Source: an optimization exercise on an open RTL-to-GDS flow (aim: small area). Production flows keep margins and buffers that such runs may drop.
No functional check of the RTL was part of any run shown here.
Power is estimated from default activity; no workload was simulated.

==> design/flow/design.v <==
module NEO (Enable, Load, clk, rst, Full, Data_out, Data_in, write_en);
  input Enable, Load, clk, Full, rst;
  input signed [15:0] Data_in;
  output signed [31:0] Data_out;
  output write_en;
  reg state;
  wire start = state & ~Full;
  assign write_en = start & Load;
  always @(posedge clk or posedge rst)
    if (rst) state <= 1'b0;
    else if (state) state <= ~Full;
    else state <= Enable;
  reg signed [15:0] PP, Prev, Current, Ahead;
  wire [31:0] psi;
  always @(posedge clk)
    if (rst) begin
      PP <= 0; Prev <= 0; Current <= 0; Ahead <= 0;
    end else if (start) begin
      PP <= Prev; Prev <= Current; Current <= Ahead; Ahead <= Data_in;
    end
  assign Data_out = psi;
  wire n0 = Current[0] ^ 1'b0;
  wire n1 = (Current[1] & ~Current[0] & ~1'b0) | (~Current[1] & Current[0] & 1'b0);
  wire n2 = ~(Current[1] & ~(Current[0] & 1'b0));
  wire n3 = ~(PP[0] ^ n2);
  wire n4 = ~(PP[1] ^ n2);
  wire n5 = ~(PP[2] ^ n2);
  wire n6 = ~(PP[3] ^ n2);
  wire n7 = ~(PP[4] ^ n2);
  wire n8 = ~(PP[5] ^ n2);
  wire n9 = ~(PP[6] ^ n2);
  wire n10 = ~(PP[7] ^ n2);
  wire n11 = ~(PP[8] ^ n2);
  wire n12 = ~(PP[9] ^ n2);
  wire n13 = ~(PP[10] ^ n2);
  wire n14 = ~(PP[11] ^ n2);
  wire n15 = ~(PP[12] ^ n2);
  wire n16 = ~(PP[13] ^ n2);
  wire n17 = ~(PP[14] ^ n2);
  wire n18 = ~(PP[15] ^ n2);
  wire n19 = ~n2;
  wire n20 = Current[2] ^ Current[1];
  wire n21 = (Current[3] & ~Current[2] & ~Current[1]) | (~Current[3] & Current[2] & Current[1]);
  wire n22 = ~(Current[3] & ~(Current[2] & Current[1]));
  wire n23 = ~(PP[0] ^ n22);
  wire n24 = ~(PP[1] ^ n22);
  wire n25 = ~(PP[2] ^ n22);
  wire n26 = ~(PP[3] ^ n22);
  wire n27 = ~(PP[4] ^ n22);
  wire n28 = ~(PP[5] ^ n22);
  wire n29 = ~(PP[6] ^ n22);
  wire n30 = ~(PP[7] ^ n22);
  wire n31 = ~(PP[8] ^ n22);
  wire n32 = ~(PP[9] ^ n22);
  wire n33 = ~(PP[10] ^ n22);
  wire n34 = ~(PP[11] ^ n22);
  wire n35 = ~(PP[12] ^ n22);
  wire n36 = ~(PP[13] ^ n22);
  wire n37 = ~(PP[14] ^ n22);
  wire n38 = ~(PP[15] ^ n22);
  wire n39 = ~n22;
  wire n40 = Current[4] ^ Current[3];
  wire n41 = (Current[5] & ~Current[4] & ~Current[3]) | (~Current[5] & Current[4] & Current[3]);
  wire n42 = ~(Current[5] & ~(Current[4] & Current[3]));
  wire n43 = ~(PP[0] ^ n42);
  wire n44 = ~(PP[1] ^ n42);
  wire n45 = ~(PP[2] ^ n42);
  wire n46 = ~(PP[3] ^ n42);
  wire n47 = ~(PP[4] ^ n42);
  wire n48 = ~(PP[5] ^ n42);
  wire n49 = ~(PP[6] ^ n42);
  wire n50 = ~(PP[7] ^ n42);
  wire n51 = ~(PP[8] ^ n42);
  wire n52 = ~(PP[9] ^ n42);
  wire n53 = ~(PP[10] ^ n42);
  wire n54 = ~(PP[11] ^ n42);
  wire n55 = ~(PP[12] ^ n42);
  wire n56 = ~(PP[13] ^ n42);
  wire n57 = ~(PP[14] ^ n42);
  wire n58 = ~(PP[15] ^ n42);
  wire n59 = ~n42;
  wire n60 = Current[6] ^ Current[5];
  wire n61 = (Current[7] & ~Current[6] & ~Current[5]) | (~Current[7] & Current[6] & Current[5]);
  wire n62 = ~(Current[7] & ~(Current[6] & Current[5]));
  wire n63 = ~(PP[0] ^ n62);
  wire n64 = ~(PP[1] ^ n62);
  wire n65 = ~(PP[2] ^ n62);
  wire n66 = ~(PP[3] ^ n62);
  wire n67 = ~(PP[4] ^ n62);
  wire n68 = ~(PP[5] ^ n62);
  wire n69 = ~(PP[6] ^ n62);
  wire n70 = ~(PP[7] ^ n62);
  wire n71 = ~(PP[8] ^ n62);
  wire n72 = ~(PP[9] ^ n62);
  wire n73 = ~(PP[10] ^ n62);
  wire n74 = ~(PP[11] ^ n62);
  wire n75 = ~(PP[12] ^ n62);
  wire n76 = ~(PP[13] ^ n62);
  wire n77 = ~(PP[14] ^ n62);
  wire n78 = ~(PP[15] ^ n62);
  wire n79 = ~n62;
  wire n80 = Current[8] ^ Current[7];
  wire n81 = (Current[9] & ~Current[8] & ~Current[7]) | (~Current[9] & Current[8] & Current[7]);
  wire n82 = ~(Current[9] & ~(Current[8] & Current[7]));
  wire n83 = ~(PP[0] ^ n82);
  wire n84 = ~(PP[1] ^ n82);
  wire n85 = ~(PP[2] ^ n82);
  wire n86 = ~(PP[3] ^ n82);
  wire n87 = ~(PP[4] ^ n82);
  wire n88 = ~(PP[5] ^ n82);
  wire n89 = ~(PP[6] ^ n82);
  wire n90 = ~(PP[7] ^ n82);
  wire n91 = ~(PP[8] ^ n82);
  wire n92 = ~(PP[9] ^ n82);
  wire n93 = ~(PP[10] ^ n82);
  wire n94 = ~(PP[11] ^ n82);
  wire n95 = ~(PP[12] ^ n82);
  wire n96 = ~(PP[13] ^ n82);
  wire n97 = ~(PP[14] ^ n82);
  wire n98 = ~(PP[15] ^ n82);
  wire n99 = ~n82;
  wire n100 = Current[10] ^ Current[9];
  wire n101 = (Current[11] & ~Current[10] & ~Current[9]) | (~Current[11] & Current[10] & Current[9]);
  wire n102 = ~(Current[11] & ~(Current[10] & Current[9]));
  wire n103 = ~(PP[0] ^ n102);
  wire n104 = ~(PP[1] ^ n102);
  wire n105 = ~(PP[2] ^ n102);
  wire n106 = ~(PP[3] ^ n102);
  wire n107 = ~(PP[4] ^ n102);
  wire n108 = ~(PP[5] ^ n102);
  wire n109 = ~(PP[6] ^ n102);
  wire n110 = ~(PP[7] ^ n102);
  wire n111 = ~(PP[8] ^ n102);
  wire n112 = ~(PP[9] ^ n102);
  wire n113 = ~(PP[10] ^ n102);
  wire n114 = ~(PP[11] ^ n102);
  wire n115 = ~(PP[12] ^ n102);
  wire n116 = ~(PP[13] ^ n102);
  wire n117 = ~(PP[14] ^ n102);
  wire n118 = ~(PP[15] ^ n102);
  wire n119 = ~n102;
  wire n120 = Current[12] ^ Current[11];
  wire n121 = (Current[13] & ~Current[12] & ~Current[11]) | (~Current[13] & Current[12] & Current[11]);
  wire n122 = ~(Current[13] & ~(Current[12] & Current[11]));
  wire n123 = ~(PP[0] ^ n122);
  wire n124 = ~(PP[1] ^ n122);
  wire n125 = ~(PP[2] ^ n122);
  wire n126 = ~(PP[3] ^ n122);
  wire n127 = ~(PP[4] ^ n122);
  wire n128 = ~(PP[5] ^ n122);
  wire n129 = ~(PP[6] ^ n122);
  wire n130 = ~(PP[7] ^ n122);
  wire n131 = ~(PP[8] ^ n122);
  wire n132 = ~(PP[9] ^ n122);
  wire n133 = ~(PP[10] ^ n122);
  wire n134 = ~(PP[11] ^ n122);
  wire n135 = ~(PP[12] ^ n122);
  wire n136 = ~(PP[13] ^ n122);
  wire n137 = ~(PP[14] ^ n122);
  wire n138 = ~(PP[15] ^ n122);
  wire n139 = ~n122;
  wire n140 = Current[14] ^ Current[13];
  wire n141 = (Current[15] & ~Current[14] & ~Current[13]) | (~Current[15] & Current[14] & Current[13]);
  wire n142 = ~(Current[15] & ~(Current[14] & Current[13]));
  wire n143 = ~(PP[0] ^ n142);
  wire n144 = ~(PP[1] ^ n142);
  wire n145 = ~(PP[2] ^ n142);
  wire n146 = ~(PP[3] ^ n142);
  wire n147 = ~(PP[4] ^ n142);
  wire n148 = ~(PP[5] ^ n142);
  wire n149 = ~(PP[6] ^ n142);
  wire n150 = ~(PP[7] ^ n142);
  wire n151 = ~(PP[8] ^ n142);
  wire n152 = ~(PP[9] ^ n142);
  wire n153 = ~(PP[10] ^ n142);
  wire n154 = ~(PP[11] ^ n142);
  wire n155 = ~(PP[12] ^ n142);
  wire n156 = ~(PP[13] ^ n142);
  wire n157 = ~(PP[14] ^ n142);
  wire n158 = ~(PP[15] ^ n142);
  wire n159 = ~n142;
  wire n160, n161;
  FA un160 (.a(Prev[6]), .b((Prev[0] & Prev[11])), .c((Prev[1] & Prev[10])), .s(n160), .co(n161));
  wire n162 = (Prev[0] & Prev[12]) ^ (Prev[1] & Prev[11]);
  wire n163 = (Prev[0] & Prev[12]) & (Prev[1] & Prev[11]);
  wire n164, n165;
  FA un164 (.a(Prev[7]), .b((Prev[0] & Prev[13])), .c((Prev[1] & Prev[12])), .s(n164), .co(n165));
  wire n166, n167;
  FA un166 (.a((Prev[2] & Prev[11])), .b((Prev[3] & Prev[10])), .c((Prev[4] & Prev[9])), .s(n166), .co(n167));
  wire n168 = (Prev[5] & Prev[8]) ^ (Prev[6] & Prev[7]);
  wire n169 = (Prev[5] & Prev[8]) & (Prev[6] & Prev[7]);
  wire n170, n171;
  FA un170 (.a((Prev[0] & Prev[14])), .b((Prev[1] & Prev[13])), .c((Prev[2] & Prev[12])), .s(n170), .co(n171));
  wire n172, n173;
  FA un172 (.a((Prev[3] & Prev[11])), .b((Prev[4] & Prev[10])), .c((Prev[5] & Prev[9])), .s(n172), .co(n173));
  wire n174 = (Prev[6] & Prev[8]) ^ ~((n0 & n18) | (n1 & n17));
  wire n175 = (Prev[6] & Prev[8]) & ~((n0 & n18) | (n1 & n17));
  wire n176, n177;
  FA un176 (.a(Prev[8]), .b(~(Prev[0] & Prev[15])), .c((Prev[1] & Prev[14])), .s(n176), .co(n177));
  wire n178, n179;
  FA un178 (.a((Prev[2] & Prev[13])), .b((Prev[3] & Prev[12])), .c((Prev[4] & Prev[11])), .s(n178), .co(n179));
  wire n180, n181;
  FA un180 (.a((Prev[5] & Prev[10])), .b((Prev[6] & Prev[9])), .c((Prev[7] & Prev[8])), .s(n180), .co(n181));
  wire n182 = ((n0 & n18) | (n1 & n18)) ^ ~((n20 & n37) | (n21 & n36));
  wire n183 = ((n0 & n18) | (n1 & n18)) & ~((n20 & n37) | (n21 & n36));
  wire n184, n185;
  FA un184 (.a(~(Prev[1] & Prev[15])), .b((Prev[2] & Prev[14])), .c((Prev[3] & Prev[13])), .s(n184), .co(n185));
  wire n186, n187;
  FA un186 (.a((Prev[4] & Prev[12])), .b((Prev[5] & Prev[11])), .c((Prev[6] & Prev[10])), .s(n186), .co(n187));
  wire n188 = (Prev[7] & Prev[9]) ^ ~((n20 & n38) | (n21 & n37));
  wire n189 = (Prev[7] & Prev[9]) & ~((n20 & n38) | (n21 & n37));
  wire n190, n191;
  FA un190 (.a(Prev[9]), .b(1'b1), .c(~(Prev[2] & Prev[15])), .s(n190), .co(n191));
  wire n192, n193;
  FA un192 (.a((Prev[3] & Prev[14])), .b((Prev[4] & Prev[13])), .c((Prev[5] & Prev[12])), .s(n192), .co(n193));
  wire n194, n195;
  FA un194 (.a((Prev[6] & Prev[11])), .b((Prev[7] & Prev[10])), .c((Prev[8] & Prev[9])), .s(n194), .co(n195));
  wire n196, n197;
  FA un196 (.a(1'b1), .b(~(Prev[3] & Prev[15])), .c((Prev[4] & Prev[14])), .s(n196), .co(n197));
  wire n198 = (Prev[5] & Prev[13]) ^ (Prev[6] & Prev[12]);
  wire n199 = (Prev[5] & Prev[13]) & (Prev[6] & Prev[12]);
  wire n200, n201;
  FA un200 (.a(Prev[10]), .b(~(Prev[4] & Prev[15])), .c((Prev[5] & Prev[14])), .s(n200), .co(n201));
  wire n202, n203;
  FA un202 (.a(Prev[4]), .b((Prev[0] & Prev[7])), .c((Prev[1] & Prev[6])), .s(n202), .co(n203));
  wire n204 = (Prev[0] & Prev[8]) ^ (Prev[1] & Prev[7]);
  wire n205 = (Prev[0] & Prev[8]) & (Prev[1] & Prev[7]);
  wire n206, n207;
  FA un206 (.a(Prev[5]), .b((Prev[0] & Prev[9])), .c((Prev[1] & Prev[8])), .s(n206), .co(n207));
  wire n208, n209;
  FA un208 (.a((Prev[2] & Prev[7])), .b((Prev[3] & Prev[6])), .c((Prev[4] & Prev[5])), .s(n208), .co(n209));
  wire n210 = n102 ^ ~((n0 & n13) | (n1 & n12));
  wire n211 = n102 & ~((n0 & n13) | (n1 & n12));
  wire n212, n213;
  FA un212 (.a((Prev[0] & Prev[10])), .b((Prev[1] & Prev[9])), .c((Prev[2] & Prev[8])), .s(n212), .co(n213));
  wire n214, n215;
  FA un214 (.a((Prev[3] & Prev[7])), .b((Prev[4] & Prev[6])), .c(~((n0 & n14) | (n1 & n13))), .s(n214), .co(n215));
  wire n216 = ~((n20 & n32) | (n21 & n31)) ^ ~((n40 & n50) | (n41 & n49));
  wire n217 = ~((n20 & n32) | (n21 & n31)) & ~((n40 & n50) | (n41 & n49));
  wire n218, n219;
  FA un218 (.a((Prev[2] & Prev[9])), .b((Prev[3] & Prev[8])), .c((Prev[4] & Prev[7])), .s(n218), .co(n219));
  wire n220, n221;
  FA un220 (.a((Prev[5] & Prev[6])), .b(n122), .c(~((n0 & n15) | (n1 & n14))), .s(n220), .co(n221));
  wire n222, n223;
  FA un222 (.a(~((n20 & n33) | (n21 & n32))), .b(~((n40 & n51) | (n41 & n50))), .c(~((n60 & n69) | (n61 & n68))), .s(n222), .co(n223));
  wire n224 = ~((n80 & n87) | (n81 & n86)) ^ ~((n100 & n105) | (n101 & n104));
  wire n225 = ~((n80 & n87) | (n81 & n86)) & ~((n100 & n105) | (n101 & n104));
  wire n226, n227;
  FA un226 (.a((Prev[2] & Prev[10])), .b((Prev[3] & Prev[9])), .c((Prev[4] & Prev[8])), .s(n226), .co(n227));
  wire n228, n229;
  FA un228 (.a((Prev[5] & Prev[7])), .b(n162), .c(~((n0 & n16) | (n1 & n15))), .s(n228), .co(n229));
  wire n230, n231;
  FA un230 (.a(~((n20 & n34) | (n21 & n33))), .b(~((n40 & n52) | (n41 & n51))), .c(~((n60 & n70) | (n61 & n69))), .s(n230), .co(n231));
  wire n232, n233;
  FA un232 (.a(~((n80 & n88) | (n81 & n87))), .b(~((n100 & n106) | (n101 & n105))), .c(~((n120 & n124) | (n121 & n123))), .s(n232), .co(n233));
  wire n234, n235;
  FA un234 (.a(n142), .b(n163), .c(n168), .s(n234), .co(n235));
  wire n236, n237;
  FA un236 (.a(~((n0 & n17) | (n1 & n16))), .b(~((n20 & n35) | (n21 & n34))), .c(~((n40 & n53) | (n41 & n52))), .s(n236), .co(n237));
  wire n238, n239;
  FA un238 (.a(~((n60 & n71) | (n61 & n70))), .b(~((n80 & n89) | (n81 & n88))), .c(~((n100 & n107) | (n101 & n106))), .s(n238), .co(n239));
  wire n240, n241;
  FA un240 (.a(~((n120 & n125) | (n121 & n124))), .b(~((n140 & n143) | (n141 & n159))), .c(n164), .s(n240), .co(n241));
  wire n242, n243;
  FA un242 (.a(n169), .b(~((n20 & n36) | (n21 & n35))), .c(~((n40 & n54) | (n41 & n53))), .s(n242), .co(n243));
  wire n244, n245;
  FA un244 (.a(~((n60 & n72) | (n61 & n71))), .b(~((n80 & n90) | (n81 & n89))), .c(~((n100 & n108) | (n101 & n107))), .s(n244), .co(n245));
  wire n246, n247;
  FA un246 (.a(~((n120 & n126) | (n121 & n125))), .b(~((n140 & n144) | (n141 & n143))), .c(n165), .s(n246), .co(n247));
  wire n248, n249;
  FA un248 (.a(n167), .b(n170), .c(n172), .s(n248), .co(n249));
  wire n250, n251;
  FA un250 (.a(~((n40 & n55) | (n41 & n54))), .b(~((n60 & n73) | (n61 & n72))), .c(~((n80 & n91) | (n81 & n90))), .s(n250), .co(n251));
  wire n252, n253;
  FA un252 (.a(~((n100 & n109) | (n101 & n108))), .b(~((n120 & n127) | (n121 & n126))), .c(~((n140 & n145) | (n141 & n144))), .s(n252), .co(n253));
  wire n254, n255;
  FA un254 (.a(n171), .b(n173), .c(n176), .s(n254), .co(n255));
  wire n256, n257;
  FA un256 (.a(n178), .b(n180), .c(n175), .s(n256), .co(n257));
  wire n258, n259;
  FA un258 (.a(~((n40 & n56) | (n41 & n55))), .b(~((n60 & n74) | (n61 & n73))), .c(~((n80 & n92) | (n81 & n91))), .s(n258), .co(n259));
  wire n260, n261;
  FA un260 (.a(~((n100 & n110) | (n101 & n109))), .b(~((n120 & n128) | (n121 & n127))), .c(~((n140 & n146) | (n141 & n145))), .s(n260), .co(n261));
  wire n262, n263;
  FA un262 (.a(n177), .b(n179), .c(n181), .s(n262), .co(n263));
  wire n264, n265;
  FA un264 (.a(n184), .b(n186), .c(n183), .s(n264), .co(n265));
  wire n266, n267;
  FA un266 (.a(((n20 & n38) | (n21 & n38))), .b(~((n40 & n57) | (n41 & n56))), .c(~((n60 & n75) | (n61 & n74))), .s(n266), .co(n267));
  wire n268, n269;
  FA un268 (.a(~((n80 & n93) | (n81 & n92))), .b(~((n100 & n111) | (n101 & n110))), .c(~((n120 & n129) | (n121 & n128))), .s(n268), .co(n269));
  wire n270, n271;
  FA un270 (.a(~((n140 & n147) | (n141 & n146))), .b(n185), .c(n187), .s(n270), .co(n271));
  wire n272, n273;
  FA un272 (.a(n190), .b(n192), .c(n194), .s(n272), .co(n273));
  wire n274, n275;
  FA un274 (.a((Prev[7] & Prev[11])), .b((Prev[8] & Prev[10])), .c(n198), .s(n274), .co(n275));
  wire n276, n277;
  FA un276 (.a(~((n40 & n58) | (n41 & n57))), .b(~((n60 & n76) | (n61 & n75))), .c(~((n80 & n94) | (n81 & n93))), .s(n276), .co(n277));
  wire n278, n279;
  FA un278 (.a(~((n100 & n112) | (n101 & n111))), .b(~((n120 & n130) | (n121 & n129))), .c(~((n140 & n148) | (n141 & n147))), .s(n278), .co(n279));
  wire n280, n281;
  FA un280 (.a(n191), .b(n193), .c(n195), .s(n280), .co(n281));
  wire n282, n283;
  FA un282 (.a((Prev[6] & Prev[13])), .b((Prev[7] & Prev[12])), .c((Prev[8] & Prev[11])), .s(n282), .co(n283));
  wire n284, n285;
  FA un284 (.a((Prev[9] & Prev[10])), .b(n199), .c(((n40 & n58) | (n41 & n58))), .s(n284), .co(n285));
  wire n286, n287;
  FA un286 (.a(~((n60 & n77) | (n61 & n76))), .b(~((n80 & n95) | (n81 & n94))), .c(~((n100 & n113) | (n101 & n112))), .s(n286), .co(n287));
  wire n288, n289;
  FA un288 (.a(~((n120 & n131) | (n121 & n130))), .b(~((n140 & n149) | (n141 & n148))), .c(n197), .s(n288), .co(n289));
  wire n290, n291;
  FA un290 (.a(1'b1), .b(~(Prev[5] & Prev[15])), .c((Prev[6] & Prev[14])), .s(n290), .co(n291));
  wire n292, n293;
  FA un292 (.a((Prev[7] & Prev[13])), .b((Prev[8] & Prev[12])), .c((Prev[9] & Prev[11])), .s(n292), .co(n293));
  wire n294, n295;
  FA un294 (.a(~((n60 & n78) | (n61 & n77))), .b(~((n80 & n96) | (n81 & n95))), .c(~((n100 & n114) | (n101 & n113))), .s(n294), .co(n295));
  wire n296 = ~((n120 & n132) | (n121 & n131)) ^ ~((n140 & n150) | (n141 & n149));
  wire n297 = ~((n120 & n132) | (n121 & n131)) & ~((n140 & n150) | (n141 & n149));
  wire n298, n299;
  FA un298 (.a(Prev[11]), .b(~(Prev[6] & Prev[15])), .c((Prev[7] & Prev[14])), .s(n298), .co(n299));
  wire n300, n301;
  FA un300 (.a((Prev[8] & Prev[13])), .b((Prev[9] & Prev[12])), .c((Prev[10] & Prev[11])), .s(n300), .co(n301));
  wire n302, n303;
  FA un302 (.a(((n60 & n78) | (n61 & n78))), .b(~((n80 & n97) | (n81 & n96))), .c(~((n100 & n115) | (n101 & n114))), .s(n302), .co(n303));
  wire n304, n305;
  FA un304 (.a(1'b1), .b(~(Prev[7] & Prev[15])), .c((Prev[8] & Prev[14])), .s(n304), .co(n305));
  wire n306 = (Prev[9] & Prev[13]) ^ (Prev[10] & Prev[12]);
  wire n307 = (Prev[9] & Prev[13]) & (Prev[10] & Prev[12]);
  wire n308, n309;
  FA un308 (.a(Prev[12]), .b(~(Prev[8] & Prev[15])), .c((Prev[9] & Prev[14])), .s(n308), .co(n309));
  wire n310 = Prev[2] ^ (Prev[0] & Prev[3]);
  wire n311 = Prev[2] & (Prev[0] & Prev[3]);
  wire n312, n313;
  FA un312 (.a(Prev[3]), .b((Prev[0] & Prev[5])), .c((Prev[1] & Prev[4])), .s(n312), .co(n313));
  wire n314 = (Prev[2] & Prev[3]) ^ n62;
  wire n315 = (Prev[2] & Prev[3]) & n62;
  wire n316, n317;
  FA un316 (.a((Prev[0] & Prev[6])), .b((Prev[1] & Prev[5])), .c((Prev[2] & Prev[4])), .s(n316), .co(n317));
  wire n318 = ~((n0 & n10) | (n1 & n9)) ^ ~((n20 & n28) | (n21 & n27));
  wire n319 = ~((n0 & n10) | (n1 & n9)) & ~((n20 & n28) | (n21 & n27));
  wire n320, n321;
  FA un320 (.a((Prev[2] & Prev[5])), .b((Prev[3] & Prev[4])), .c(n82), .s(n320), .co(n321));
  wire n322, n323;
  FA un322 (.a(~((n0 & n11) | (n1 & n10))), .b(~((n20 & n29) | (n21 & n28))), .c(~((n40 & n47) | (n41 & n46))), .s(n322), .co(n323));
  wire n324 = ~((n60 & n65) | (n61 & n64)) ^ ~((n80 & n83) | (n81 & n99));
  wire n325 = ~((n60 & n65) | (n61 & n64)) & ~((n80 & n83) | (n81 & n99));
  wire n326, n327;
  FA un326 (.a((Prev[2] & Prev[6])), .b((Prev[3] & Prev[5])), .c(n204), .s(n326), .co(n327));
  wire n328, n329;
  FA un328 (.a(~((n0 & n12) | (n1 & n11))), .b(~((n20 & n30) | (n21 & n29))), .c(~((n40 & n48) | (n41 & n47))), .s(n328), .co(n329));
  wire n330, n331;
  FA un330 (.a(~((n60 & n66) | (n61 & n65))), .b(~((n80 & n84) | (n81 & n83))), .c(n203), .s(n330), .co(n331));
  wire n332, n333;
  FA un332 (.a(n205), .b(~((n20 & n31) | (n21 & n30))), .c(~((n40 & n49) | (n41 & n48))), .s(n332), .co(n333));
  wire n334, n335;
  FA un334 (.a(~((n60 & n67) | (n61 & n66))), .b(~((n80 & n85) | (n81 & n84))), .c(~((n100 & n103) | (n101 & n119))), .s(n334), .co(n335));
  wire n336, n337;
  FA un336 (.a(n206), .b(n208), .c(n210), .s(n336), .co(n337));
  wire n338, n339;
  FA un338 (.a(~((n60 & n68) | (n61 & n67))), .b(~((n80 & n86) | (n81 & n85))), .c(~((n100 & n104) | (n101 & n103))), .s(n338), .co(n339));
  wire n340, n341;
  FA un340 (.a(n207), .b(n209), .c(n212), .s(n340), .co(n341));
  wire n342, n343;
  FA un342 (.a(n211), .b(n216), .c(n214), .s(n342), .co(n343));
  wire n344, n345;
  FA un344 (.a(~((n120 & n123) | (n121 & n139))), .b(n213), .c(n160), .s(n344), .co(n345));
  wire n346, n347;
  FA un346 (.a(n218), .b(n217), .c(n224), .s(n346), .co(n347));
  wire n348, n349;
  FA un348 (.a(n215), .b(n220), .c(n222), .s(n348), .co(n349));
  wire n350, n351;
  FA un350 (.a(n161), .b(n219), .c(n226), .s(n350), .co(n351));
  wire n352, n353;
  FA un352 (.a(n225), .b(n221), .c(n223), .s(n352), .co(n353));
  wire n354, n355;
  FA un354 (.a(n228), .b(n230), .c(n232), .s(n354), .co(n355));
  wire n356, n357;
  FA un356 (.a(n227), .b(n166), .c(n234), .s(n356), .co(n357));
  wire n358, n359;
  FA un358 (.a(n229), .b(n231), .c(n233), .s(n358), .co(n359));
  wire n360, n361;
  FA un360 (.a(n236), .b(n238), .c(n240), .s(n360), .co(n361));
  wire n362, n363;
  FA un362 (.a(n174), .b(n235), .c(n237), .s(n362), .co(n363));
  wire n364, n365;
  FA un364 (.a(n239), .b(n242), .c(n244), .s(n364), .co(n365));
  wire n366, n367;
  FA un366 (.a(n246), .b(n241), .c(n248), .s(n366), .co(n367));
  wire n368, n369;
  FA un368 (.a(n182), .b(n243), .c(n245), .s(n368), .co(n369));
  wire n370, n371;
  FA un370 (.a(n247), .b(n250), .c(n252), .s(n370), .co(n371));
  wire n372, n373;
  FA un372 (.a(n249), .b(n254), .c(n256), .s(n372), .co(n373));
  wire n374, n375;
  FA un374 (.a(n188), .b(n251), .c(n253), .s(n374), .co(n375));
  wire n376, n377;
  FA un376 (.a(n258), .b(n260), .c(n262), .s(n376), .co(n377));
  wire n378, n379;
  FA un378 (.a(n255), .b(n257), .c(n264), .s(n378), .co(n379));
  wire n380, n381;
  FA un380 (.a(n189), .b(n259), .c(n261), .s(n380), .co(n381));
  wire n382, n383;
  FA un382 (.a(n263), .b(n266), .c(n268), .s(n382), .co(n383));
  wire n384, n385;
  FA un384 (.a(n270), .b(n272), .c(n265), .s(n384), .co(n385));
  wire n386, n387;
  FA un386 (.a(n196), .b(n274), .c(n267), .s(n386), .co(n387));
  wire n388, n389;
  FA un388 (.a(n269), .b(n271), .c(n276), .s(n388), .co(n389));
  wire n390, n391;
  FA un390 (.a(n278), .b(n280), .c(n273), .s(n390), .co(n391));
  wire n392, n393;
  FA un392 (.a(n200), .b(n282), .c(n275), .s(n392), .co(n393));
  wire n394, n395;
  FA un394 (.a(n277), .b(n279), .c(n281), .s(n394), .co(n395));
  wire n396, n397;
  FA un396 (.a(n284), .b(n286), .c(n288), .s(n396), .co(n397));
  wire n398, n399;
  FA un398 (.a(n201), .b(n283), .c(n290), .s(n398), .co(n399));
  wire n400, n401;
  FA un400 (.a(n292), .b(n296), .c(n285), .s(n400), .co(n401));
  wire n402, n403;
  FA un402 (.a(n287), .b(n289), .c(n294), .s(n402), .co(n403));
  wire n404, n405;
  FA un404 (.a(~((n120 & n133) | (n121 & n132))), .b(~((n140 & n151) | (n141 & n150))), .c(n291), .s(n404), .co(n405));
  wire n406, n407;
  FA un406 (.a(n293), .b(n298), .c(n300), .s(n406), .co(n407));
  wire n408, n409;
  FA un408 (.a(n297), .b(n295), .c(n302), .s(n408), .co(n409));
  wire n410, n411;
  FA un410 (.a(n306), .b(~((n80 & n98) | (n81 & n97))), .c(~((n100 & n116) | (n101 & n115))), .s(n410), .co(n411));
  wire n412, n413;
  FA un412 (.a(~((n120 & n134) | (n121 & n133))), .b(~((n140 & n152) | (n141 & n151))), .c(n299), .s(n412), .co(n413));
  wire n414, n415;
  FA un414 (.a(n301), .b(n304), .c(n303), .s(n414), .co(n415));
  wire n416, n417;
  FA un416 (.a((Prev[10] & Prev[13])), .b((Prev[11] & Prev[12])), .c(n307), .s(n416), .co(n417));
  wire n418, n419;
  FA un418 (.a(((n80 & n98) | (n81 & n98))), .b(~((n100 & n117) | (n101 & n116))), .c(~((n120 & n135) | (n121 & n134))), .s(n418), .co(n419));
  wire n420, n421;
  FA un420 (.a(~((n140 & n153) | (n141 & n152))), .b(n305), .c(n308), .s(n420), .co(n421));
  wire n422, n423;
  FA un422 (.a(1'b1), .b(~(Prev[9] & Prev[15])), .c((Prev[10] & Prev[14])), .s(n422), .co(n423));
  wire n424, n425;
  FA un424 (.a((Prev[11] & Prev[13])), .b(~((n100 & n118) | (n101 & n117))), .c(~((n120 & n136) | (n121 & n135))), .s(n424), .co(n425));
  wire n426 = ~((n140 & n154) | (n141 & n153)) ^ n309;
  wire n427 = ~((n140 & n154) | (n141 & n153)) & n309;
  wire n428, n429;
  FA un428 (.a(Prev[13]), .b(~(Prev[10] & Prev[15])), .c((Prev[11] & Prev[14])), .s(n428), .co(n429));
  wire n430, n431;
  FA un430 (.a((Prev[12] & Prev[13])), .b(((n100 & n118) | (n101 & n118))), .c(~((n120 & n137) | (n121 & n136))), .s(n430), .co(n431));
  wire n432 = 1'b1 ^ ~(Prev[11] & Prev[15]);
  wire n433 = 1'b1 & ~(Prev[11] & Prev[15]);
  wire n434 = Prev[1] ^ (Prev[0] & Prev[1]);
  wire n435 = Prev[1] & (Prev[0] & Prev[1]);
  wire n436, n437;
  FA un436 (.a((Prev[1] & Prev[2])), .b(n42), .c(n310), .s(n436), .co(n437));
  wire n438, n439;
  FA un438 (.a((Prev[0] & Prev[4])), .b((Prev[1] & Prev[3])), .c(n311), .s(n438), .co(n439));
  wire n440 = ~((n0 & n8) | (n1 & n7)) ^ ~((n20 & n26) | (n21 & n25));
  wire n441 = ~((n0 & n8) | (n1 & n7)) & ~((n20 & n26) | (n21 & n25));
  wire n442, n443;
  FA un442 (.a(n314), .b(~((n0 & n9) | (n1 & n8))), .c(~((n20 & n27) | (n21 & n26))), .s(n442), .co(n443));
  wire n444, n445;
  FA un444 (.a(~((n40 & n45) | (n41 & n44))), .b(~((n60 & n63) | (n61 & n79))), .c(n312), .s(n444), .co(n445));
  wire n446, n447;
  FA un446 (.a(n315), .b(~((n40 & n46) | (n41 & n45))), .c(~((n60 & n64) | (n61 & n63))), .s(n446), .co(n447));
  wire n448, n449;
  FA un448 (.a(n313), .b(n316), .c(n318), .s(n448), .co(n449));
  wire n450, n451;
  FA un450 (.a(n317), .b(n202), .c(n320), .s(n450), .co(n451));
  wire n452, n453;
  FA un452 (.a(n319), .b(n324), .c(n322), .s(n452), .co(n453));
  wire n454, n455;
  FA un454 (.a(n321), .b(n325), .c(n326), .s(n454), .co(n455));
  wire n456, n457;
  FA un456 (.a(n323), .b(n328), .c(n330), .s(n456), .co(n457));
  wire n458, n459;
  FA un458 (.a(n327), .b(n329), .c(n331), .s(n458), .co(n459));
  wire n460, n461;
  FA un460 (.a(n332), .b(n334), .c(n336), .s(n460), .co(n461));
  wire n462, n463;
  FA un462 (.a(n333), .b(n335), .c(n338), .s(n462), .co(n463));
  wire n464, n465;
  FA un464 (.a(n340), .b(n337), .c(n342), .s(n464), .co(n465));
  wire n466, n467;
  FA un466 (.a(n339), .b(n341), .c(n344), .s(n466), .co(n467));
  wire n468, n469;
  FA un468 (.a(n346), .b(n343), .c(n348), .s(n468), .co(n469));
  wire n470, n471;
  FA un470 (.a(n345), .b(n350), .c(n347), .s(n470), .co(n471));
  wire n472, n473;
  FA un472 (.a(n349), .b(n352), .c(n354), .s(n472), .co(n473));
  wire n474, n475;
  FA un474 (.a(n351), .b(n356), .c(n353), .s(n474), .co(n475));
  wire n476, n477;
  FA un476 (.a(n355), .b(n358), .c(n360), .s(n476), .co(n477));
  wire n478, n479;
  FA un478 (.a(n357), .b(n359), .c(n362), .s(n478), .co(n479));
  wire n480, n481;
  FA un480 (.a(n364), .b(n361), .c(n366), .s(n480), .co(n481));
  wire n482, n483;
  FA un482 (.a(n363), .b(n365), .c(n368), .s(n482), .co(n483));
  wire n484, n485;
  FA un484 (.a(n370), .b(n367), .c(n372), .s(n484), .co(n485));
  wire n486, n487;
  FA un486 (.a(n369), .b(n371), .c(n374), .s(n486), .co(n487));
  wire n488, n489;
  FA un488 (.a(n376), .b(n373), .c(n378), .s(n488), .co(n489));
  wire n490, n491;
  FA un490 (.a(n375), .b(n377), .c(n380), .s(n490), .co(n491));
  wire n492, n493;
  FA un492 (.a(n382), .b(n384), .c(n379), .s(n492), .co(n493));
  wire n494, n495;
  FA un494 (.a(n381), .b(n383), .c(n386), .s(n494), .co(n495));
  wire n496, n497;
  FA un496 (.a(n388), .b(n390), .c(n385), .s(n496), .co(n497));
  wire n498, n499;
  FA un498 (.a(n392), .b(n387), .c(n389), .s(n498), .co(n499));
  wire n500, n501;
  FA un500 (.a(n391), .b(n394), .c(n396), .s(n500), .co(n501));
  wire n502, n503;
  FA un502 (.a(n398), .b(n393), .c(n395), .s(n502), .co(n503));
  wire n504, n505;
  FA un504 (.a(n397), .b(n400), .c(n402), .s(n504), .co(n505));
  wire n506, n507;
  FA un506 (.a(n404), .b(n399), .c(n406), .s(n506), .co(n507));
  wire n508, n509;
  FA un508 (.a(n401), .b(n403), .c(n408), .s(n508), .co(n509));
  wire n510, n511;
  FA un510 (.a(n405), .b(n410), .c(n412), .s(n510), .co(n511));
  wire n512, n513;
  FA un512 (.a(n407), .b(n409), .c(n414), .s(n512), .co(n513));
  wire n514, n515;
  FA un514 (.a(n416), .b(n411), .c(n413), .s(n514), .co(n515));
  wire n516, n517;
  FA un516 (.a(n418), .b(n420), .c(n415), .s(n516), .co(n517));
  wire n518, n519;
  FA un518 (.a(n422), .b(n417), .c(n426), .s(n518), .co(n519));
  wire n520, n521;
  FA un520 (.a(n419), .b(n424), .c(n421), .s(n520), .co(n521));
  wire n522, n523;
  FA un522 (.a(~((n140 & n155) | (n141 & n154))), .b(n423), .c(n428), .s(n522), .co(n523));
  wire n524, n525;
  FA un524 (.a(n427), .b(n425), .c(n430), .s(n524), .co(n525));
  wire n526, n527;
  FA un526 (.a((Prev[12] & Prev[14])), .b(n432), .c(~((n120 & n138) | (n121 & n137))), .s(n526), .co(n527));
  wire n528, n529;
  FA un528 (.a(~((n140 & n156) | (n141 & n155))), .b(n429), .c(n431), .s(n528), .co(n529));
  wire n530, n531;
  FA un530 (.a(Prev[14]), .b(~(Prev[12] & Prev[15])), .c((Prev[13] & Prev[14])), .s(n530), .co(n531));
  wire n532, n533;
  FA un532 (.a(n433), .b(((n120 & n138) | (n121 & n138))), .c(~((n140 & n157) | (n141 & n156))), .s(n532), .co(n533));
  wire n534 = 1'b1 ^ ~(Prev[13] & Prev[15]);
  wire n535 = 1'b1 & ~(Prev[13] & Prev[15]);
  wire n536 = n22 ^ n434;
  wire n537 = n22 & n434;
  wire n538, n539;
  FA un538 (.a((Prev[0] & Prev[2])), .b(n435), .c(~((n0 & n6) | (n1 & n5))), .s(n538), .co(n539));
  wire n540, n541;
  FA un540 (.a(~((n0 & n7) | (n1 & n6))), .b(~((n20 & n25) | (n21 & n24))), .c(~((n40 & n43) | (n41 & n59))), .s(n540), .co(n541));
  wire n542, n543;
  FA un542 (.a(~((n40 & n44) | (n41 & n43))), .b(n438), .c(n440), .s(n542), .co(n543));
  wire n544, n545;
  FA un544 (.a(n441), .b(n439), .c(n442), .s(n544), .co(n545));
  wire n546, n547;
  FA un546 (.a(n443), .b(n446), .c(n445), .s(n546), .co(n547));
  wire n548, n549;
  FA un548 (.a(n447), .b(n450), .c(n449), .s(n548), .co(n549));
  wire n550, n551;
  FA un550 (.a(n451), .b(n454), .c(n453), .s(n550), .co(n551));
  wire n552, n553;
  FA un552 (.a(n455), .b(n457), .c(n458), .s(n552), .co(n553));
  wire n554, n555;
  FA un554 (.a(n459), .b(n462), .c(n461), .s(n554), .co(n555));
  wire n556, n557;
  FA un556 (.a(n463), .b(n466), .c(n465), .s(n556), .co(n557));
  wire n558, n559;
  FA un558 (.a(n467), .b(n470), .c(n469), .s(n558), .co(n559));
  wire n560, n561;
  FA un560 (.a(n471), .b(n474), .c(n473), .s(n560), .co(n561));
  wire n562, n563;
  FA un562 (.a(n475), .b(n478), .c(n477), .s(n562), .co(n563));
  wire n564, n565;
  FA un564 (.a(n479), .b(n482), .c(n481), .s(n564), .co(n565));
  wire n566, n567;
  FA un566 (.a(n483), .b(n486), .c(n485), .s(n566), .co(n567));
  wire n568, n569;
  FA un568 (.a(n487), .b(n490), .c(n489), .s(n568), .co(n569));
  wire n570, n571;
  FA un570 (.a(n491), .b(n494), .c(n496), .s(n570), .co(n571));
  wire n572, n573;
  FA un572 (.a(n495), .b(n498), .c(n500), .s(n572), .co(n573));
  wire n574, n575;
  FA un574 (.a(n499), .b(n502), .c(n501), .s(n574), .co(n575));
  wire n576, n577;
  FA un576 (.a(n506), .b(n503), .c(n505), .s(n576), .co(n577));
  wire n578, n579;
  FA un578 (.a(n510), .b(n507), .c(n512), .s(n578), .co(n579));
  wire n580, n581;
  FA un580 (.a(n511), .b(n514), .c(n516), .s(n580), .co(n581));
  wire n582, n583;
  FA un582 (.a(n518), .b(n515), .c(n520), .s(n582), .co(n583));
  wire n584, n585;
  FA un584 (.a(n522), .b(n519), .c(n521), .s(n584), .co(n585));
  wire n586, n587;
  FA un586 (.a(n526), .b(n523), .c(n525), .s(n586), .co(n587));
  wire n588, n589;
  FA un588 (.a(n530), .b(n527), .c(n532), .s(n588), .co(n589));
  wire n590, n591;
  FA un590 (.a(n534), .b(~((n140 & n158) | (n141 & n157))), .c(n531), .s(n590), .co(n591));
  wire n592, n593;
  FA un592 (.a(Prev[15]), .b(~(Prev[14] & Prev[15])), .c(n535), .s(n592), .co(n593));
  wire n594 = Prev[0] ^ n2;
  wire n595 = Prev[0] & n2;
  wire n596 = ~((n0 & n5) | (n1 & n4)) ^ ~((n20 & n23) | (n21 & n39));
  wire n597 = ~((n0 & n5) | (n1 & n4)) & ~((n20 & n23) | (n21 & n39));
  wire n598, n599;
  FA un598 (.a(~((n20 & n24) | (n21 & n23))), .b(n537), .c(n538), .s(n598), .co(n599));
  wire n600, n601;
  FA un600 (.a(n436), .b(n539), .c(n540), .s(n600), .co(n601));
  wire n602, n603;
  FA un602 (.a(n437), .b(n541), .c(n542), .s(n602), .co(n603));
  wire n604, n605;
  FA un604 (.a(n444), .b(n543), .c(n544), .s(n604), .co(n605));
  wire n606, n607;
  FA un606 (.a(n448), .b(n545), .c(n546), .s(n606), .co(n607));
  wire n608, n609;
  FA un608 (.a(n547), .b(n452), .c(n548), .s(n608), .co(n609));
  wire n610, n611;
  FA un610 (.a(n456), .b(n549), .c(n550), .s(n610), .co(n611));
  wire n612, n613;
  FA un612 (.a(n460), .b(n551), .c(n552), .s(n612), .co(n613));
  wire n614, n615;
  FA un614 (.a(n553), .b(n464), .c(n554), .s(n614), .co(n615));
  wire n616, n617;
  FA un616 (.a(n468), .b(n555), .c(n556), .s(n616), .co(n617));
  wire n618, n619;
  FA un618 (.a(n472), .b(n557), .c(n558), .s(n618), .co(n619));
  wire n620, n621;
  FA un620 (.a(n476), .b(n559), .c(n560), .s(n620), .co(n621));
  wire n622, n623;
  FA un622 (.a(n480), .b(n561), .c(n562), .s(n622), .co(n623));
  wire n624, n625;
  FA un624 (.a(n484), .b(n563), .c(n564), .s(n624), .co(n625));
  wire n626, n627;
  FA un626 (.a(n488), .b(n565), .c(n566), .s(n626), .co(n627));
  wire n628, n629;
  FA un628 (.a(n492), .b(n567), .c(n568), .s(n628), .co(n629));
  wire n630, n631;
  FA un630 (.a(n493), .b(n569), .c(n570), .s(n630), .co(n631));
  wire n632, n633;
  FA un632 (.a(n497), .b(n572), .c(n571), .s(n632), .co(n633));
  wire n634, n635;
  FA un634 (.a(n504), .b(n573), .c(n574), .s(n634), .co(n635));
  wire n636, n637;
  FA un636 (.a(n508), .b(n575), .c(n576), .s(n636), .co(n637));
  wire n638, n639;
  FA un638 (.a(n509), .b(n577), .c(n578), .s(n638), .co(n639));
  wire n640, n641;
  FA un640 (.a(n513), .b(n580), .c(n579), .s(n640), .co(n641));
  wire n642, n643;
  FA un642 (.a(n517), .b(n582), .c(n581), .s(n642), .co(n643));
  wire n644, n645;
  FA un644 (.a(n524), .b(n584), .c(n583), .s(n644), .co(n645));
  wire n646, n647;
  FA un646 (.a(n528), .b(n585), .c(n586), .s(n646), .co(n647));
  wire n648, n649;
  FA un648 (.a(n529), .b(n588), .c(n587), .s(n648), .co(n649));
  wire n650, n651;
  FA un650 (.a(n533), .b(n590), .c(n589), .s(n650), .co(n651));
  wire n652, n653;
  FA un652 (.a(((n140 & n158) | (n141 & n158))), .b(n592), .c(n591), .s(n652), .co(n653));
  wire n654 = ~((n0 & n3) | (n1 & n19)) ^ n594;
  wire n655 = ~((n0 & n3) | (n1 & n19)) & n594;
  wire n656, n657;
  FA un656 (.a(~((n0 & n4) | (n1 & n3))), .b(n595), .c(n655), .s(n656), .co(n657));
  wire n658, n659;
  FA un658 (.a(n536), .b(n596), .c(n657), .s(n658), .co(n659));
  wire n660, n661;
  FA un660 (.a(n598), .b(n597), .c(n659), .s(n660), .co(n661));
  wire n662, n663;
  FA un662 (.a(n600), .b(n599), .c(n661), .s(n662), .co(n663));
  wire n664, n665;
  FA un664 (.a(n602), .b(n601), .c(n663), .s(n664), .co(n665));
  wire n666, n667;
  FA un666 (.a(n604), .b(n603), .c(n665), .s(n666), .co(n667));
  wire n668, n669;
  FA un668 (.a(n606), .b(n605), .c(n667), .s(n668), .co(n669));
  wire [23:0] fa0 = {n593, n652, n650, n648, n646, n644, n642, n640, n638, n636, n634, n632, n630, n628, n626, n624, n622, n620, n618, n616, n614, n612, n610, n608};
  wire [23:0] fa1 = {n653, n651, n649, n647, n645, n643, n641, n639, n637, n635, n633, n631, n629, n627, n625, n623, n621, n619, n617, n615, n613, n611, n609, n607};
  wire [23:0] g0 = fa0 & fa1;
  wire [23:0] p0 = fa0 ^ fa1;
  wire n670 = g0[0] | (p0[0] & n669);
  wire n671 = g0[1] | (p0[1] & n670);
  wire n672 = p0[1] & p0[0];
  wire n673 = g0[3] | (p0[3] & g0[2]);
  wire n674 = p0[3] & p0[2];
  wire n675 = g0[5] | (p0[5] & g0[4]);
  wire n676 = p0[5] & p0[4];
  wire n677 = g0[7] | (p0[7] & g0[6]);
  wire n678 = p0[7] & p0[6];
  wire n679 = g0[9] | (p0[9] & g0[8]);
  wire n680 = p0[9] & p0[8];
  wire n681 = g0[11] | (p0[11] & g0[10]);
  wire n682 = p0[11] & p0[10];
  wire n683 = g0[13] | (p0[13] & g0[12]);
  wire n684 = p0[13] & p0[12];
  wire n685 = g0[15] | (p0[15] & g0[14]);
  wire n686 = p0[15] & p0[14];
  wire n687 = g0[17] | (p0[17] & g0[16]);
  wire n688 = p0[17] & p0[16];
  wire n689 = g0[19] | (p0[19] & g0[18]);
  wire n690 = p0[19] & p0[18];
  wire n691 = g0[21] | (p0[21] & g0[20]);
  wire n692 = p0[21] & p0[20];
  wire n693 = g0[23] | (p0[23] & g0[22]);
  wire n694 = p0[23] & p0[22];
  wire n695 = n673 | (n674 & n671);
  wire n696 = n674 & n672;
  wire n697 = n677 | (n678 & n675);
  wire n698 = n678 & n676;
  wire n699 = n681 | (n682 & n679);
  wire n700 = n682 & n680;
  wire n701 = n685 | (n686 & n683);
  wire n702 = n686 & n684;
  wire n703 = n689 | (n690 & n687);
  wire n704 = n690 & n688;
  wire n705 = n693 | (n694 & n691);
  wire n706 = n694 & n692;
  wire n707 = n697 | (n698 & n695);
  wire n708 = n698 & n696;
  wire n709 = n701 | (n702 & n699);
  wire n710 = n702 & n700;
  wire n711 = n705 | (n706 & n703);
  wire n712 = n706 & n704;
  wire n713 = n709 | (n710 & n707);
  wire n714 = n710 & n708;
  wire n715 = n711 | (n712 & n713);
  wire n716 = n712 & n714;
  wire n717 = n699 | (n700 & n707);
  wire n718 = n700 & n708;
  wire n719 = n703 | (n704 & n713);
  wire n720 = n704 & n714;
  wire n721 = n675 | (n676 & n695);
  wire n722 = n676 & n696;
  wire n723 = n679 | (n680 & n707);
  wire n724 = n680 & n708;
  wire n725 = n683 | (n684 & n717);
  wire n726 = n684 & n718;
  wire n727 = n687 | (n688 & n713);
  wire n728 = n688 & n714;
  wire n729 = n691 | (n692 & n719);
  wire n730 = n692 & n720;
  wire n731 = g0[2] | (p0[2] & n671);
  wire n732 = p0[2] & n672;
  wire n733 = g0[4] | (p0[4] & n695);
  wire n734 = p0[4] & n696;
  wire n735 = g0[6] | (p0[6] & n721);
  wire n736 = p0[6] & n722;
  wire n737 = g0[8] | (p0[8] & n707);
  wire n738 = p0[8] & n708;
  wire n739 = g0[10] | (p0[10] & n723);
  wire n740 = p0[10] & n724;
  wire n741 = g0[12] | (p0[12] & n717);
  wire n742 = p0[12] & n718;
  wire n743 = g0[14] | (p0[14] & n725);
  wire n744 = p0[14] & n726;
  wire n745 = g0[16] | (p0[16] & n713);
  wire n746 = p0[16] & n714;
  wire n747 = g0[18] | (p0[18] & n727);
  wire n748 = p0[18] & n728;
  wire n749 = g0[20] | (p0[20] & n719);
  wire n750 = p0[20] & n720;
  wire n751 = g0[22] | (p0[22] & n729);
  wire n752 = p0[22] & n730;
  wire n753 = p0[0] ^ n669;
  wire n754 = p0[1] ^ n670;
  wire n755 = p0[2] ^ n671;
  wire n756 = p0[3] ^ n731;
  wire n757 = p0[4] ^ n695;
  wire n758 = p0[5] ^ n733;
  wire n759 = p0[6] ^ n721;
  wire n760 = p0[7] ^ n735;
  wire n761 = p0[8] ^ n707;
  wire n762 = p0[9] ^ n737;
  wire n763 = p0[10] ^ n723;
  wire n764 = p0[11] ^ n739;
  wire n765 = p0[12] ^ n717;
  wire n766 = p0[13] ^ n741;
  wire n767 = p0[14] ^ n725;
  wire n768 = p0[15] ^ n743;
  wire n769 = p0[16] ^ n713;
  wire n770 = p0[17] ^ n745;
  wire n771 = p0[18] ^ n727;
  wire n772 = p0[19] ^ n747;
  wire n773 = p0[20] ^ n719;
  wire n774 = p0[21] ^ n749;
  wire n775 = p0[22] ^ n729;
  wire n776 = p0[23] ^ n751;
  wire [23:0] fsum = {n776, n775, n774, n773, n772, n771, n770, n769, n768, n767, n766, n765, n764, n763, n762, n761, n760, n759, n758, n757, n756, n755, n754, n753};
  assign psi = {fsum, n668, n666, n664, n662, n660, n658, n656, n654};
endmodule
module FA (a, b, c, s, co);
  input a, b, c;
  output s, co;
  assign s = a ^ b ^ c;
  assign co = (a & b) | (a & c) | (b & c);
endmodule
==> design/flow/flow/run.sh <==
#!/bin/bash
# Own layout flow: the standard ORFS flow (standard.sh, unchanged
# synthesis), with these changes to the layout steps:
#  - port buffers use the smallest buffer cell (every port still gets one);
#  - ABC's buffers are removed at floorplan and global placement is not
#    timing driven (no gain-based rebuffering; timing repair still runs);
#  - clock tree built from small clock buffers, without dummy loads.
# Each step's output goes to its own log here; ORFS's own logs are under orfs/logs.
set -euo pipefail
export BUFFER_PORTS_ARGS="-buffer_cell sky130_fd_sc_hd__buf_1"
export REMOVE_ABC_BUFFERS=1
export GPL_TIMING_DRIVEN=0
export CTS_ARGS="-sink_clustering_enable -repair_clock_nets -dont_use_dummy_load -buf_list sky130_fd_sc_hd__clkbuf_4 -root_buf sky130_fd_sc_hd__clkbuf_8 -sink_clustering_size 30 -sink_clustering_max_diameter 200"
bash standard.sh synth > synth.log 2>&1
bash standard.sh finish > layout.log 2>&1
==> design/flow/standard.sh <==
#!/bin/bash
# synth_recipe.tcl (not shown) runs the flow's synth.tcl, then flattens the netlist and writes it again
# the make line also repeats each setting of config.mk as NAME=value (left out here)
make -C /OpenROAD-flow-scripts/flow DESIGN_CONFIG=/design/flow/config.mk WORK_HOME=/design/flow/orfs CLKGATE_MAP_FILE= SYNTH_SCRIPT=/design/flow/synth_recipe.tcl "${@:-finish}"
==> design/flow/config.mk <==
export PLATFORM = sky130hd
export DESIGN_NAME = NEO
export DESIGN_NICKNAME = NEO
export VERILOG_FILES = /design/flow/design.v
export SDC_FILE = /design/flow/constraint.sdc
export NUM_CORES = 4
export LEC_CHECK = 0
export CAP_MARGIN = 20
export CORE_MARGIN = 2
export CORE_UTILIZATION = 40
export SLEW_MARGIN = 20
export SYNTH_HIERARCHICAL = 1
==> design/flow/constraint.sdc <==
create_clock -name core_clock -period 9.0 [get_ports {clk}]
set_input_delay 1.8000 -clock core_clock [delete_from_list [all_inputs] [get_ports {clk}]]
set_output_delay 1.8000 -clock core_clock [all_outputs]
set_load 0.01 [all_outputs]
==> run_results.csv, run 1 <==
group,metric,value,unit
synthesis,synth_enable_flop_cells,0,
sta,worst_pin_slew,934.5,ps
synthesis,synth_top_area_cell,"fa_1",
synthesis,ys_types,38,
finish,final_cell_mix,"fa_1 (243), nand2_1 (164), xnor2_1 (119)",
synthesis,synth_area_leaders,"fa_1 (41%), dfxtp_1 (11%), xnor2_1 (8.7%), a22oi_1 (7.0%), and2_1 (5.5%)",
route,via_per_inst,5.284,
power_and_ir_drop,p_leak,4.237,nW
finish,final_common_cell,"fa_1",
die,initial_utilization,40.50,%
sta,hold_violations,0,
route,wirelength,27190,um
setup_path,path_class,"flop to primary output",
clocking,htree_levels,3,
synthesis,ys_ff_latch,65,
die,die_x,177.0,um
synthesis,ys_warn_count,7,
run_status,status,"complete, no violations",
clocking,clockRootBuffer,"clkbuf_8",
route,drt-pass1-iter-count,5,
power_and_ir_drop,p_per_area,79.08,nW/um^2
route,ant_nets,0,
finish,final_nets,1468,
sta,setup_violations,0,
die,ios,54,
clocking,max-clock-path-buffers,2,
route,drc_errors,0,
sta,rsz0062_at_grt,"false",
sta,finalCritPeriodShare,95.67,%
setup_path,required,7200,ps
clocking,numCtsBuffers,9,
sta,drv_slew,0,
synthesis,ys.flop_type,"dfxtp_1",
placed_design,hpwl,20880,um
clocking,hold_buffers,0,
setup_path,crit_arrival,6810,ps
clocking,cts.sinks,65,
grt,grt_pass1_wl,46180,um
clocking,insertion_delay,350,ps
synthesis,yosysSeqAreaShare,10.91,%
min_path,min_path_type,"flop to flop",
grt,grt_pass1_vias,8710,
sta,max_freq,0.1161,GHz
route,drtIter0Drc,578,
sta,slew_headroom,37.61,%
route,vias,8153,
die,dieArea,31330,um^2
synthesis,syn-cell-area,11970,um^2
sta,finalCriticalPeriod,8610,ps
die,rows,63,
setup_path,cp-end-kind,"primary output",
finish,diodes,0,
clocking,clk_pin_slew,80,ps
setup_path,start_kind,"flop",
min_path,hold_path_depth,2,
flow_run,maxCapViolCount,0,
power_and_ir_drop,vdd_drop_max,0.00007375,V
finish,drive_above_1_share,3.382,%
placed_design,io_buffers,53,
finish,area_growth,1.902,%
grt,grt.total_usage,18.60,%
finish,multi_input_area,9888,um^2
die,die_h,177.0,um
sta,fin_skew,21.25,ps
clocking,cts_tree,"yes",
synthesis,netlist.area_leader.share,40.64,%
synthesis,ys_async_sr_fraction,1.538,%
setup_path,cp_max_fo,19,
grt,antenna_found_initial,0,
sta,hold_slack,439.1,ps
finish,fill_cells,2958,
die,core,29560,um^2
grt,gr-total-overflow,0,
synthesis,synth_area_per_cell,9.852,um^2
route,avgRoutedWirePerCell,17.62,um
setup_path,r2r_cells,4,
placed_design,gp_congestion,0.8748,
power_and_ir_drop,total_power,0.0009646,W
finish,register_area,1311,um^2
synthesis,synth_cells,1215,
grt,grt_max_degree,66,
metal layers:
metal	track usage (%)	vias up	share of wire, %
met5	0	-	0
met2	32.78	178	51
met1	25.09	4129	44
li1	-	3823	-
met4	3.202	0	1.3
met3	1.826	23	3.7
final timing paths:
check / startpoint / to / slack (ps)
min in group asynchronous: rst / state$_DFF_PP0_ / 1520
setup / recovery: Prev[0]$_SDFFE_PP0P_ / Data_out[31] / 390
hold reg to reg: Ahead[13]$_SDFFE_PP0P_ / Current[13]$_SDFFE_PP0P_ / 440
max in group asynchronous: rst / state$_DFF_PP0_ / 7370
setup reg to reg: state$_DFF_PP0_ / PP[6]$_SDFFE_PP0P_ / 7340
hold / removal: Ahead[13]$_SDFFE_PP0P_ / Current[13]$_SDFFE_PP0P_ / 440
Yosys stat by module, one instance, submodules excluded:
module  cell area [um^2]  cells inside  flip-flops and latches
NEO                 7366           985                      65
FA                 20.02             1                       0
state kept, by name (all words and copies together) (netlist names):
name and flops:
PP 16, state 1, Ahead 16, Prev 16, Current 16
critical path: stages (launching register included):
cell       delay (ps)
dfxtp_1           780
ha_1              350
ha_1              190
fa_1              390
fa_1              400
fa_1              400
fa_1              400
fa_1              430
fa_1              410
fa_1              370
inv_1              80
fa_1              200
fa_1              240
nor2b_1           100
o31ai_4           280
a31oi_4           210
a2111oi_4         380
nor3_1            140
fa_1              390
xnor2_1           160
buf_1             160
final cells by class:
type                       count  share of cell area [%]
timing repair buffer          58                   2.185
multi-input combinational    990                   81.07
clock buffer                   9                   1.015
inverter                      31                  0.9847
sequential                    65                   10.75
tap                          390                   4.000
stage by stage:
stage                     cells  TNS, ps  worst slack (ps)  instance area (um^2)  util, %
after detailed placement   1531    -2940            -428.6                 11990    40.57
after CTS                  1540        0             104.4                 12130    41.03
final                      1543        0             389.9                 12200    41.27
after global routing       1543        0            0.9730                 12200    41.27
after floorplan            1086        0             622.1                 11250        -
after global placement     1529    -1711            -318.2                 11940    40.38
cells by family (layout without fill, tap and decap cells):
kind of cell | count (synthesis) | after routing | synth area share [%]
AOI/OAI and AO/OA | 234 | 234 | 13.21
other | 1 | 5 | 0.03133
DFF | 65 | 65 | 10.91
and+or+nand+nor | 319 | 319 | 12.72
adders and majority gates | 292 | 292 | 45.76
xor gates and xnor gates | 140 | 140 | 10.24
buffers and inverters | 164 | 98 | 7.118
power breakdown:
part / internal [W] / leakage (nW) / switching, W
registers: 0.000295 / 0.531 / 0.00000974
clock network: 0.0000889 / 0.0647 / 0.0000961
logic: 0.000189 / 3.64 / 0.000286
cells in the mapped netlist, types with 2 or more instances:
| library cell | number |
|---|---|
| nand4_1 | 2 |
| fa_1 | 243 |
| nand2_1 | 164 |
| xor2_1 | 21 |
| nor2b_1 | 3 |
| dfxtp_1 | 64 |
| nand2b_1 | 11 |
| buf_2 | 33 |
| clkbuf_1 | 40 |
| o21ai_0 | 5 |
| o21a_1 | 11 |
| and2_1 | 106 |
| inv_1 | 31 |
| a21oi_1 | 87 |
| xnor2_1 | 119 |
| buf_1 | 14 |
| nor3_1 | 10 |
| o21ai_2 | 6 |
| nor2_1 | 20 |
| o21ai_1 | 4 |
| buf_4 | 40 |
| a22oi_1 | 112 |
| buf_6 | 6 |
| ha_1 | 49 |
repair_timing:
item / 4_1_cts / 5_1_grt
setup buffers: 0 / 3
setup endpoints to repair: 18 / 7
gates cloned: 0 / 0
resized for setup: 5 / 7
==> run 2: changes to the inputs <==
--- a/design/flow/flow/run.sh
+++ b/design/flow/flow/run.sh
@@ -10,6 +10,6 @@
 export BUFFER_PORTS_ARGS="-buffer_cell sky130_fd_sc_hd__buf_1"
 export REMOVE_ABC_BUFFERS=1
 export GPL_TIMING_DRIVEN=0
-export CTS_ARGS="-sink_clustering_enable -repair_clock_nets -dont_use_dummy_load -buf_list sky130_fd_sc_hd__clkbuf_4 -root_buf sky130_fd_sc_hd__clkbuf_8 -sink_clustering_size 30 -sink_clustering_max_diameter 200"
+export CTS_ARGS="-sink_clustering_enable -repair_clock_nets -dont_use_dummy_load -buf_list sky130_fd_sc_hd__clkbuf_4 -root_buf sky130_fd_sc_hd__clkbuf_8"
 bash standard.sh synth > synth.log 2>&1
 bash standard.sh finish > layout.log 2>&1
==> run_results.csv, run 2 <==
group,metric,value,unit
run_status,status,"complete, no violations",
synthesis,ys.flop_type,"dfxtp_1",
finish,diodes,0,
synthesis,ys_warn_count,7,
flow_run,maxCapViolCount,0,
clocking,max-clock-path-buffers,2,
synthesis,ys_async_sr_fraction,1.538,%
sta,slew_headroom,37.61,%
route,ant_nets,0,
synthesis,synth_area_per_cell,9.852,um^2
setup_path,cp-end-kind,"primary output",
synthesis,netlist.area_leader.share,40.64,%
synthesis,ys_types,38,
sta,finalCriticalPeriod,8610,ps
grt,grt_max_degree,66,
sta,fin_skew,21.25,ps
sta,drv_slew,0,
finish,final_nets,1468,
grt,grt.total_usage,18.60,%
setup_path,required,7200,ps
finish,final_cell_mix,"fa_1 (243), nand2_1 (164), xnor2_1 (119)",
clocking,numCtsBuffers,9,
die,die_x,177.0,um
power_and_ir_drop,p_per_area,79.08,nW/um^2
grt,grt_pass1_vias,8710,
finish,fin_cells,1543,
power_and_ir_drop,vdd_drop_max,0.00007375,V
power_and_ir_drop,switchingPower,0.0003914,W
die,rows,63,
clocking,clockRootBuffer,"clkbuf_8",
route,vias,8153,
die,die_h,177.0,um
setup_path,crit_arrival,6810,ps
power_and_ir_drop,p_leak,4.237,nW
sta,setup_violations,0,
sta,rsz0062_at_grt,"false",
clocking,insertion_delay,350,ps
route,drc_errors,0,
route,via_per_inst,5.284,
finish,drive_above_1_share,3.382,%
route,drtIter0Drc,578,
die,dieArea,31330,um^2
power_and_ir_drop,switching_share,40.58,%
placed_design,gp_congestion,0.8748,
setup_path,cp_max_fo,19,
sta,hold_violations,0,
power_and_ir_drop,p_clk_share,19.2,%
power_and_ir_drop,p_int,0.0005732,W
die,initial_utilization,40.50,%
sta,max_freq,0.1161,GHz
synthesis,synth_area_leaders,"fa_1 (41%), dfxtp_1 (11%), xnor2_1 (8.7%), a22oi_1 (7.0%), and2_1 (5.5%)",
setup_path,path_class,"flop to primary output",
synthesis,synth_cells,1215,
setup_path,start_kind,"flop",
synthesis,yosysSeqAreaShare,10.91,%
finish,final_common_cell,"fa_1",
route,avgRoutedWirePerCell,17.62,um
clocking,cts.sinks,65,
finish,area_growth,1.902,%
finish,fill_cells,2958,
grt,antenna_found_initial,0,
placed_design,dp.cells,1531,
synthesis,syn-cell-area,11970,um^2
placed_design,hpwl,20880,um
synthesis,synth_common_cells,"fa_1 (243), nand2_1 (164), xnor2_1 (119)",
clocking,clk_pin_slew,80,ps
grt,grt_pass1_wl,46180,um
synthesis,ys_ff_latch,65,
route,wirelength,27190,um
route,drt-pass1-iter-count,5,
synthesis,synth_top_area_cell,"fa_1",
placed_design,io_buffers,53,
grt,gr-total-overflow,0,
power_and_ir_drop,pwr-share-seq,31.6,%
synthesis,synth_most_common_cell,"fa_1",
power_and_ir_drop,total_power,0.0009646,W
synthesis,synth_enable_flop_cells,0,
sta,worst_pin_slew,934.5,ps
clocking,htree_levels,3,
clocking,cts_tree,"yes",
min_path,min_path_type,"flop to flop",
power_and_ir_drop,p_comb_share,49.2,%
die,ios,54,
die,core,29560,um^2
sta,finalCritPeriodShare,95.67,%
[run 2: cell counts after synthesis]
No cell type changed its count.
[run 2: repair_timing]
action | 4_1_cts | 5_1_grt
endpoints found under the setup margin | 18 | 7
setup buffers | 0 | 3
gates resized for setup | 5 | 7
hold buffers | 0 | 0
[run 2: area by class of cell]
class	instances	area [um^2]	area share, %
clock buffer	9	123.9	1.015
inverter	31	120.1	0.9847
multi-input combinational	990	9888	81.07
sequential	65	1311	10.75
tap	390	488.0	4.000
timing repair buffer	58	266.5	2.185
[run 2: stage by stage]
stage               instance area [um^2]  utilization (%)  setup slack (ps)  hold WS (ps)  setup TNS (ps)
finish                             12200            41.27             389.9         439.1               0
global route                       12200            41.27            0.9730         459.4               0
CTS                                12130            41.03             104.4         442.6               0
detailed placement                 11990            40.57            -428.6         445.3           -2940
global placement                   11940            40.38            -318.2         440.1           -1711
floorplan                          11250                -             622.1         426.0               0
[run 2: logic make-up after synthesis]
| family | count (synthesis) | synth area share, % |
|---|---|---|
| AND/OR/NAND/NOR | 319 | 12.72 |
| adder cells (fa/ha/maj) | 292 | 45.76 |
| AO/OA/AOI/OAI | 234 | 13.21 |
| buffers and inverters | 164 | 7.118 |
| XOR/XNOR | 140 | 10.24 |
| flip-flops | 65 | 10.91 |
| other | 1 | 0.03133 |
[run 2: power groups by stage]
stage | Clock (W) | Sequential (W) | Combinational [W]
3_5_place_dp | 0 | 0.000311 | 0.000488
6_report | 0.000185 | 0.000305 | 0.000475
2_1_floorplan | 0 | 0.000308 | 0.000349
5_1_grt | 0.000204 | 0.000306 | 0.000551
4_1_cts | 0.000191 | 0.000305 | 0.000490
3_3_place_gp | 0 | 0.000311 | 0.000482
[run 2: metal layers]
metal | track usage, % | vias to the layer above | routed length, um | share of wire, %
li1 | - | 3823 | - | -
met1 | 25.09 | 4129 | 11860 | 44
met2 | 32.78 | 178 | 13950 | 51
met3 | 1.826 | 23 | 1019 | 3.7
met4 | 3.202 | 0 | 357 | 1.3
met5 | 0 | - | 0 | 0
[run 2: final timing paths]
check	startpoint	endpoint	slack, ps	cells past startpoint
setup / recovery	Prev[0]$_SDFFE_PP0P_	Data_out[31]	390	20
hold / removal	Ahead[13]$_SDFFE_PP0P_	Current[13]$_SDFFE_PP0P_	440	2
setup reg to reg	state$_DFF_PP0_	PP[6]$_SDFFE_PP0P_	7340	4
hold reg to reg	Ahead[13]$_SDFFE_PP0P_	Current[13]$_SDFFE_PP0P_	440	2
max in group asynchronous	rst	state$_DFF_PP0_	7370	2
min in group asynchronous	rst	state$_DFF_PP0_	1520	2
[run 2: modules after synthesis, one instance, submodules excluded]
| module | copies in the design | cell area (um^2) | flip-flops and latches | cells |
|---|---|---|---|---|
| NEO | 1 | 7366 | 65 | 985 |
| FA | 230 | 20.02 | 0 | 1 |
[run 2: critical path, cell delays in order (launching register included)]
cell and delay (ps):
dfxtp_1 780, ha_1 350, ha_1 190, fa_1 390, fa_1 400, fa_1 400, fa_1 400, fa_1 430
fa_1 410, fa_1 370, inv_1 80, fa_1 200, fa_1 240, nor2b_1 100, o31ai_4 280, a31oi_4 210
a2111oi_4 380, nor3_1 140, fa_1 390, xnor2_1 160, buf_1 160

-- port drivers added, routing unchanged --
How much do the figures lean on ideal ports? The routed layouts below were timed once more, with nothing changed but the port constraints. Step 1 (the two cells are an assumption about what drives the block):
set clk [get_ports {clk}]
set_driving_cell -lib_cell sky130_fd_sc_hd__clkbuf_16 $clk
set_driving_cell -lib_cell sky130_fd_sc_hd__buf_2 [delete_from_list [all_inputs] $clk]
Step 2, shift: input delay + t, output delay - t, t = (earliest + latest rising clock arrival at the registers) / 2. This alone moves slack from input paths to output paths. a / b / c = ideal ports / drivers / drivers and shift; a / b = the first two.
| run | t, ns | setup slack, ns | clock arrival spread, ns | worst data-port slew with drivers (ns) | cell pins on the clock port's net |
|---|---|---|---|---|---|
| run 1 | 0.372 | 0.390 / 0.356 / 0.728 | 0.022 / 0.022 | 0.03 | 1 |
| run 2 | 0.372 | 0.390 / 0.356 / 0.728 | 0.022 / 0.022 | 0.03 | 1 |
After both steps setup and hold are still met in every run listed.
